Context: an optimization exercise on an open-source flow, tuned for small area, a short achievable clock period and few clock cycles. The choices shown serve that exercise and are no tape-out recipe.
Where RTL was checked, it was by simulation tests only, not by an equivalence proof against the original.
Power figures rest on the tool's default switching activity, not on a simulated workload.

## quartz
==> module top, before the edit <==
module top(
    input clk,              
    input rst,              
    input cyc,              
    input stb,              
    input we,               
    input [3:0] wb_sel,     
    input [31:0] adr,       
    input [31:0] dat_mosi,  
    output [31:0] dat_miso,  
    output reg ack,             
    output reg err              
);
reg [71:0] A, B;
reg [7:0] rdata;
reg [2:0] tgt_row, tgt_col;    
reg [4:0] tag;                 
reg fresh;                     
reg missed;                    
reg wv;                        
reg [4:0] wa;
reg [7:0] wd;
reg rst_q;
assign dat_miso = {24'b0, rdata};
wire req      = cyc & stb;
wire adr_hi0  = ~|adr[31:5];
wire [4:0] a5 = adr[4:0];
wire lo_ab    = a5 < 5'd18;
wire lo_c     = (a5 >= 5'd18) & (a5 < 5'd27);
wire in_ab    = adr_hi0 & lo_ab;
wire in_c     = adr_hi0 & lo_c;
wire wr       = req & we & wb_sel[0];
wire rd       = req & ~we;
wire wr_ab    = wr & in_ab;
wire rd_c     = rd & in_c;
reg [2:0] r_row, r_col;
always @(*) begin
    case (a5)
        5'd18: begin r_row = 3'b001; r_col = 3'b001; end
        5'd19: begin r_row = 3'b001; r_col = 3'b010; end
        5'd20: begin r_row = 3'b001; r_col = 3'b100; end
        5'd21: begin r_row = 3'b010; r_col = 3'b001; end
        5'd22: begin r_row = 3'b010; r_col = 3'b010; end
        5'd23: begin r_row = 3'b010; r_col = 3'b100; end
        5'd24: begin r_row = 3'b100; r_col = 3'b001; end
        5'd25: begin r_row = 3'b100; r_col = 3'b010; end
        default: begin r_row = 3'b100; r_col = 3'b100; end
    endcase
end
wire [2:0] nn_col = {r_col[0], r_col[2:1]};
wire [2:0] nn_row = r_col[0] ? r_row : {r_row[1:0], r_row[2]};
reg [4:0] tgt_adr;
always @(*) begin
    case ({tgt_row, tgt_col})
        6'b001_001: tgt_adr = 5'd18;
        6'b001_010: tgt_adr = 5'd19;
        6'b001_100: tgt_adr = 5'd20;
        6'b010_001: tgt_adr = 5'd21;
        6'b010_010: tgt_adr = 5'd22;
        6'b010_100: tgt_adr = 5'd23;
        6'b100_001: tgt_adr = 5'd24;
        6'b100_010: tgt_adr = 5'd25;
        6'b100_100: tgt_adr = 5'd26;
        default:    tgt_adr = 5'd0;
    endcase
end
wire [2:0] tag_row = (tag < 5'd21) ? 3'b001 : (tag < 5'd24) ? 3'b010 : 3'b100;
wire [2:0] tag_col = (tag == 5'd18 || tag == 5'd21 || tag == 5'd24) ? 3'b001 :
                     (tag == 5'd19 || tag == 5'd22 || tag == 5'd25) ? 3'b010 : 3'b100;
function touches;
    input [4:0] x;
    input [2:0] row, col;
    begin
        if (x < 5'd9)
            touches = (x < 5'd3) ? row[0] : (x < 5'd6) ? row[1] : row[2];
        else if (x == 5'd9 || x == 5'd12 || x == 5'd15)
            touches = col[0];
        else if (x == 5'd10 || x == 5'd13 || x == 5'd16)
            touches = col[1];
        else
            touches = col[2];
    end
endfunction
wire hit = (a5 == tag) & fresh & ~(wv & touches(wa, tag_row, tag_col));
wire [7:0] c;
matrix_mult mm_inst(.clk(clk), .A(A), .B(B), .row(tgt_row), .col(tgt_col), .c(c));
always @(posedge clk or posedge rst) begin
    if (rst) begin
        tgt_row <= 3'b000;
        tgt_col <= 3'b000;
        tag <= 5'd0;
        fresh <= 1'b0;
        missed <= 1'b0;
        wv <= 1'b0;
    end else begin
        tag <= tgt_adr;
        fresh <= ~((wv & touches(wa, tgt_row, tgt_col)) | rst_q);
        missed <= rd_c & ~hit;
        wv <= wr_ab;
        if (wr) begin
            tgt_row <= 3'b001;
            tgt_col <= (a5 == 5'd17) ? 3'b010 : 3'b001;
        end else if (rd & lo_c) begin
            tgt_row <= missed ? r_row : nn_row;
            tgt_col <= missed ? r_col : nn_col;
        end
    end
end
always @(posedge clk or posedge rst) begin
    if (rst)
        rst_q <= 1'b1;
    else
        rst_q <= 1'b0;
end
always @(posedge clk) begin
    ack <= wr_ab | (rd_c & hit);
    err <= (wr & ~in_ab) | (rd & ~in_c);
end
always @(posedge clk) begin
    wa <= a5;
    wd <= dat_mosi[7:0];
end
always @(posedge clk)
    rdata <= c;
wire [7:0] sdata = rst_q ? 8'b0 : wd;
integer e;
always @(posedge clk) begin
    for (e = 0; e < 9; e = e + 1) begin
        if (rst_q | (wv & (wa == e)))     A[e*8+:8] <= sdata;
        if (rst_q | (wv & (wa == e + 9))) B[e*8+:8] <= sdata;
    end
end
endmodule
export LEC_CHECK = 0
export CAP_MARGIN = 20
export CORE_MARGIN = 2
export CORE_UTILIZATION = 40
export SLEW_MARGIN = 20
create_clock -name core_clock -period 10.0 [get_ports {clk}]
standard.sh (not shown) runs the stock make flow with config.mk's settings and CLKGATE_MAP_FILE= SYNTH_SCRIPT=/design/flow/synth_recipe.tcl, a recipe that flattens the netlist after the stock synthesis.
==> flow/flow/run.sh <==
#!/bin/bash
bash standard.sh SETUP_SLACK_MARGIN=7 \
  "BUFFER_PORTS_ARGS=-buffer_cell sky130_fd_sc_hd__buf_1" \
  "CTS_ARGS=-sink_clustering_enable -repair_clock_nets -buf_list sky130_fd_sc_hd__clkbuf_16 -sink_clustering_size 30 -sink_clustering_max_diameter 150 -dont_use_dummy_load" \
  finish > standard.log 2>&1
diff inputs: quartz => nickel
--- a/flow/design.v
+++ b/flow/design.v
@@ -227,13 +227,13 @@
 reg [7:0] rdata;
 reg [2:0] tgt_row, tgt_col;    
 reg [4:0] tag;                 
 reg fresh;                     
 reg missed;                    
 reg wv;                        
-reg [4:0] wa;
+reg [4:0] wa;                  
 reg [7:0] wd;
 reg rst_q;
 assign dat_miso = {24'b0, rdata};
 wire req      = cyc & stb;
 wire adr_hi0  = ~|adr[31:5];
 wire [4:0] a5 = adr[4:0];
@@ -242,28 +242,40 @@
 wire in_ab    = adr_hi0 & lo_ab;
 wire in_c     = adr_hi0 & lo_c;
 wire wr       = req & we & wb_sel[0];
 wire rd       = req & ~we;
 wire wr_ab    = wr & in_ab;
 wire rd_c     = rd & in_c;
-reg [2:0] r_row, r_col;
+reg [2:0] nn_row, nn_col;
 always @(*) begin
     case (a5)
-        5'd18: begin r_row = 3'b001; r_col = 3'b001; end
-        5'd19: begin r_row = 3'b001; r_col = 3'b010; end
-        5'd20: begin r_row = 3'b001; r_col = 3'b100; end
-        5'd21: begin r_row = 3'b010; r_col = 3'b001; end
-        5'd22: begin r_row = 3'b010; r_col = 3'b010; end
-        5'd23: begin r_row = 3'b010; r_col = 3'b100; end
-        5'd24: begin r_row = 3'b100; r_col = 3'b001; end
-        5'd25: begin r_row = 3'b100; r_col = 3'b010; end
-        default: begin r_row = 3'b100; r_col = 3'b100; end
+        5'd18: begin nn_row = 3'b001; nn_col = 3'b100; end
+        5'd19: begin nn_row = 3'b010; nn_col = 3'b001; end
+        5'd20: begin nn_row = 3'b010; nn_col = 3'b010; end
+        5'd21: begin nn_row = 3'b010; nn_col = 3'b100; end
+        5'd22: begin nn_row = 3'b100; nn_col = 3'b001; end
+        5'd23: begin nn_row = 3'b100; nn_col = 3'b010; end
+        5'd24: begin nn_row = 3'b100; nn_col = 3'b100; end
+        5'd25: begin nn_row = 3'b001; nn_col = 3'b001; end
+        default: begin nn_row = 3'b001; nn_col = 3'b010; end
+    endcase
+end
+reg [2:0] l_row, l_col;
+always @(*) begin
+    case (wa)
+        5'd18: begin l_row = 3'b001; l_col = 3'b001; end
+        5'd19: begin l_row = 3'b001; l_col = 3'b010; end
+        5'd20: begin l_row = 3'b001; l_col = 3'b100; end
+        5'd21: begin l_row = 3'b010; l_col = 3'b001; end
+        5'd22: begin l_row = 3'b010; l_col = 3'b010; end
+        5'd23: begin l_row = 3'b010; l_col = 3'b100; end
+        5'd24: begin l_row = 3'b100; l_col = 3'b001; end
+        5'd25: begin l_row = 3'b100; l_col = 3'b010; end
+        default: begin l_row = 3'b100; l_col = 3'b100; end
     endcase
 end
-wire [2:0] nn_col = {r_col[0], r_col[2:1]};
-wire [2:0] nn_row = r_col[0] ? r_row : {r_row[1:0], r_row[2]};
 reg [4:0] tgt_adr;
 always @(*) begin
     case ({tgt_row, tgt_col})
         6'b001_001: tgt_adr = 5'd18;
         6'b001_010: tgt_adr = 5'd19;
         6'b001_100: tgt_adr = 5'd20;
@@ -295,43 +307,43 @@
 endfunction
 wire hit = (a5 == tag) & fresh & ~(wv & touches(wa, tag_row, tag_col));
 wire [7:0] c;
 matrix_mult mm_inst(.clk(clk), .A(A), .B(B), .row(tgt_row), .col(tgt_col), .c(c));
 always @(posedge clk or posedge rst) begin
     if (rst) begin
+        ack <= 1'b0;
+        err <= 1'b0;
         tgt_row <= 3'b000;
         tgt_col <= 3'b000;
         tag <= 5'd0;
         fresh <= 1'b0;
         missed <= 1'b0;
         wv <= 1'b0;
     end else begin
+        ack <= wr_ab | (rd_c & hit);
+        err <= (wr & ~in_ab) | (rd & ~in_c);
         tag <= tgt_adr;
         fresh <= ~((wv & touches(wa, tgt_row, tgt_col)) | rst_q);
         missed <= rd_c & ~hit;
         wv <= wr_ab;
         if (wr) begin
             tgt_row <= 3'b001;
             tgt_col <= (a5 == 5'd17) ? 3'b010 : 3'b001;
         end else if (rd & lo_c) begin
-            tgt_row <= missed ? r_row : nn_row;
-            tgt_col <= missed ? r_col : nn_col;
+            tgt_row <= missed ? l_row : nn_row;
+            tgt_col <= missed ? l_col : nn_col;
         end
     end
 end
 always @(posedge clk or posedge rst) begin
     if (rst)
         rst_q <= 1'b1;
     else
         rst_q <= 1'b0;
 end
 always @(posedge clk) begin
-    ack <= wr_ab | (rd_c & hit);
-    err <= (wr & ~in_ab) | (rd & ~in_c);
-end
-always @(posedge clk) begin
     wa <= a5;
     wd <= dat_mosi[7:0];
 end
 always @(posedge clk)
     rdata <= c;
 wire [7:0] sdata = rst_q ? 8'b0 : wd;
Findings:
- All of nickel and quartz finish clean.
- Clock power up 5.5% in nickel wrt quartz
- Of the two values seen for critical path endpoint, ack was produced by nickel and tgt_col[0] by quartz.
- nickel vs quartz — combinational-cell power consumption climbed by more than a quarter
- The lower number of post-CTS setup repair buffers came out of quartz.
- When nickel is measured against quartz, its worst relative slew slack turns out 2.2 points lower.
- Of nickel and quartz, quartz shows the lower fraction of layout instances using a drive strength above 1, with nickel above it.
- Against quartz as the reference, nickel delivers a higher number of standard cells after synthesis.
- Per the comparison of nickel with quartz, setup slack went up, wire length of the first global-routing pass grew by about 2%.
- nickel vs. quartz: worst-case setup slack after placement now sits lower, combinational group share of total power now larger, aggregate routed wire length picked up an extra 5.7%.
No functional check of the RTL was part of any run of this note.


top, a different RTL version from the one above (not shown whole).
Size: roughly 740 cells after synthesis, roughly 210 flip-flops, ~110 I/O pins, roughly 0.0099 mm2 of cells after synthesis.
==> module top, before the edit <==
module top(
    input clk,              
    input rst,              
    input cyc,              
    input stb,              
    input we,               
    input [3:0] wb_sel,     
    input [31:0] adr,       
    input [31:0] dat_mosi,  
    output [31:0] dat_miso,  
    output reg ack,             
    output reg err              
);
reg [71:0] A, B;
reg [7:0] rdata;
reg [2:0] tgt_row, tgt_col;    
reg [2:0] tag_row, tag_col;    
reg fresh;                     
reg missed;                    
reg wv;                        
reg [4:0] wa;
reg [7:0] wd;
reg rst_q;
assign dat_miso = {24'b0, rdata};
wire req      = cyc & stb;
wire adr_hi0  = ~|adr[31:5];
wire [4:0] a5 = adr[4:0];
wire lo_ab    = a5 < 5'd18;
wire lo_c     = (a5 >= 5'd18) & (a5 < 5'd27);
wire in_ab    = adr_hi0 & lo_ab;
wire in_c     = adr_hi0 & lo_c;
wire wr       = req & we & wb_sel[0];
wire rd       = req & ~we;
wire wr_ab    = wr & in_ab;
wire rd_c     = rd & in_c;
reg [2:0] r_row, r_col;
always @(*) begin
    case (a5)
        5'd18: begin r_row = 3'b001; r_col = 3'b001; end
        5'd19: begin r_row = 3'b001; r_col = 3'b010; end
        5'd20: begin r_row = 3'b001; r_col = 3'b100; end
        5'd21: begin r_row = 3'b010; r_col = 3'b001; end
        5'd22: begin r_row = 3'b010; r_col = 3'b010; end
        5'd23: begin r_row = 3'b010; r_col = 3'b100; end
        5'd24: begin r_row = 3'b100; r_col = 3'b001; end
        5'd25: begin r_row = 3'b100; r_col = 3'b010; end
        default: begin r_row = 3'b100; r_col = 3'b100; end
    endcase
end
wire [2:0] n_col = {tgt_col[1:0], tgt_col[2]};
wire [2:0] n_row = tgt_col[2] ? {tgt_row[1:0], tgt_row[2]} : tgt_row;
function touches;
    input [4:0] x;
    input [2:0] row, col;
    begin
        if (x < 5'd9)
            touches = (x < 5'd3) ? row[0] : (x < 5'd6) ? row[1] : row[2];
        else if (x == 5'd9 || x == 5'd12 || x == 5'd15)
            touches = col[0];
        else if (x == 5'd10 || x == 5'd13 || x == 5'd16)
            touches = col[1];
        else
            touches = col[2];
    end
endfunction
wire hit = |(r_row & tag_row) & |(r_col & tag_col) & fresh &
           ~(wv & touches(wa, tag_row, tag_col));
wire [7:0] c;
matrix_mult mm_inst(.clk(clk), .A(A), .B(B), .row(tgt_row), .col(tgt_col), .c(c));
always @(posedge clk or posedge rst) begin
    if (rst) begin
        tgt_row <= 3'b000;
        tgt_col <= 3'b000;
        fresh <= 1'b0;
        missed <= 1'b0;
        wv <= 1'b0;
    end else begin
        fresh <= ~((wv & touches(wa, tgt_row, tgt_col)) | rst_q);
        missed <= rd_c & ~hit;
        wv <= wr_ab;
        if (wr) begin
            tgt_row <= 3'b001;
            tgt_col <= (a5 == 5'd17) ? 3'b010 : 3'b001;
        end else if (rd & lo_c) begin
            tgt_row <= missed ? r_row : n_row;
            tgt_col <= missed ? r_col : n_col;
        end
    end
end
always @(posedge clk or posedge rst) begin
    if (rst)
        rst_q <= 1'b1;
    else
        rst_q <= 1'b0;
end
always @(posedge clk) begin
    ack <= wr_ab | (rd_c & hit);
    err <= (wr & ~in_ab) | (rd & ~in_c);
end
always @(posedge clk) begin
    tag_row <= tgt_row;
    tag_col <= tgt_col;
end
always @(posedge clk) begin
    wa <= a5;
    wd <= dat_mosi[7:0];
end
always @(posedge clk)
    rdata <= c;
wire [7:0] sdata = rst_q ? 8'b0 : wd;
integer e;
always @(posedge clk) begin
    for (e = 0; e < 9; e = e + 1) begin
        if (rst_q | (wv & (wa == e)))     A[e*8+:8] <= sdata;
        if (rst_q | (wv & (wa == e + 9))) B[e*8+:8] <= sdata;
    end
end
endmodule
export LEC_CHECK = 0
export CAP_MARGIN = 20
export CORE_MARGIN = 2
export CORE_UTILIZATION = 40
export SLEW_MARGIN = 20
create_clock -name core_clock -period 10.0 [get_ports {clk}]
Scripts as last shown in full above: flow/flow/run.sh
Next try:
--- a/flow/design.v
+++ b/flow/design.v
@@ -227,5 +227,5 @@
 reg [7:0] rdata;
 reg [2:0] tgt_row, tgt_col;    
-reg [2:0] tag_row, tag_col;    
+reg [4:0] tag;                 
 reg fresh;                     
 reg missed;                    
@@ -260,6 +260,24 @@
     endcase
 end
-wire [2:0] n_col = {tgt_col[1:0], tgt_col[2]};
-wire [2:0] n_row = tgt_col[2] ? {tgt_row[1:0], tgt_row[2]} : tgt_row;
+wire [2:0] nn_col = {r_col[0], r_col[2:1]};
+wire [2:0] nn_row = r_col[0] ? r_row : {r_row[1:0], r_row[2]};
+reg [4:0] tgt_adr;
+always @(*) begin
+    case ({tgt_row, tgt_col})
+        6'b001_001: tgt_adr = 5'd18;
+        6'b001_010: tgt_adr = 5'd19;
+        6'b001_100: tgt_adr = 5'd20;
+        6'b010_001: tgt_adr = 5'd21;
+        6'b010_010: tgt_adr = 5'd22;
+        6'b010_100: tgt_adr = 5'd23;
+        6'b100_001: tgt_adr = 5'd24;
+        6'b100_010: tgt_adr = 5'd25;
+        6'b100_100: tgt_adr = 5'd26;
+        default:    tgt_adr = 5'd0;
+    endcase
+end
+wire [2:0] tag_row = (tag < 5'd21) ? 3'b001 : (tag < 5'd24) ? 3'b010 : 3'b100;
+wire [2:0] tag_col = (tag == 5'd18 || tag == 5'd21 || tag == 5'd24) ? 3'b001 :
+                     (tag == 5'd19 || tag == 5'd22 || tag == 5'd25) ? 3'b010 : 3'b100;
 function touches;
     input [4:0] x;
@@ -276,16 +294,21 @@
     end
 endfunction
-wire hit = |(r_row & tag_row) & |(r_col & tag_col) & fresh &
-           ~(wv & touches(wa, tag_row, tag_col));
+wire hit = (a5 == tag) & fresh & ~(wv & touches(wa, tag_row, tag_col));
 wire [7:0] c;
 matrix_mult mm_inst(.clk(clk), .A(A), .B(B), .row(tgt_row), .col(tgt_col), .c(c));
 always @(posedge clk or posedge rst) begin
     if (rst) begin
+        ack <= 1'b0;
+        err <= 1'b0;
         tgt_row <= 3'b000;
         tgt_col <= 3'b000;
+        tag <= 5'd0;
         fresh <= 1'b0;
         missed <= 1'b0;
         wv <= 1'b0;
     end else begin
+        ack <= wr_ab | (rd_c & hit);
+        err <= (wr & ~in_ab) | (rd & ~in_c);
+        tag <= tgt_adr;
         fresh <= ~((wv & touches(wa, tgt_row, tgt_col)) | rst_q);
         missed <= rd_c & ~hit;
@@ -295,6 +318,6 @@
             tgt_col <= (a5 == 5'd17) ? 3'b010 : 3'b001;
         end else if (rd & lo_c) begin
-            tgt_row <= missed ? r_row : n_row;
-            tgt_col <= missed ? r_col : n_col;
+            tgt_row <= missed ? r_row : nn_row;
+            tgt_col <= missed ? r_col : nn_col;
         end
     end
@@ -307,12 +330,4 @@
 end
 always @(posedge clk) begin
-    ack <= wr_ab | (rd_c & hit);
-    err <= (wr & ~in_ab) | (rd & ~in_c);
-end
-always @(posedge clk) begin
-    tag_row <= tgt_row;
-    tag_col <= tgt_col;
-end
-always @(posedge clk) begin
     wa <= a5;
     wd <= dat_mosi[7:0];
Outcome: Hold slack is about the same; via count came out lower by 0.84%; wire length came out lower by 4.0%; first-iteration DRC count came out lower by 10%; cell count came out higher by 2.3%; global-route usage came out higher by 0.39 points; total power came out lower by 2.2%; fmax came out higher by 6.2%; area after synthesis came out higher by 2.4%; setup slack improves by 0.18 ns; design area came out lower by 2.1%.
Testbench counts after the change, summed over its fixed seeds: cycles 8,640.
The RTL of the first run of this note was laid out without a check of its function.

[static timing again, ports no longer ideal]
The results above use ideal ports. As a check the final layouts listed here were re-extracted and re-timed, cells and wires unchanged.
Step 1 sets driving cells, clkbuf_16 on the clock port and buf_2 on the other inputs (assumed; they add their load-dependent delay and slew).
Step 2 times the ports against the registers' clock, not the clock port: input delays grow and output delays shrink by t, the midpoint of the rising clock arrivals with the driver on.
a / b / c = ideal / step 1 / step 2; a / b = the first two.
run	t (ns)	setup slack, ns	worst register clock-pin slew, ns	worst data-port slew with drivers (ns)
quartz	0.510	6.978 / 6.989 / 6.480	0.12 / 0.12	0.05
nickel	0.490	7.016 / 6.968 / 6.543	0.11 / 0.11	0.06
the first run of note 2	0.496	6.850 / 6.845 / 6.349	0.11 / 0.11	0.06
the second run of note 2	0.507	7.033 / 6.985 / 6.593	0.11 / 0.11	0.05
After both steps every run listed still meets setup and hold. For the first run of note 2, which loses most, drivers alone change the setup slack by -0.005 ns; drivers and shift together by -0.501 ns.
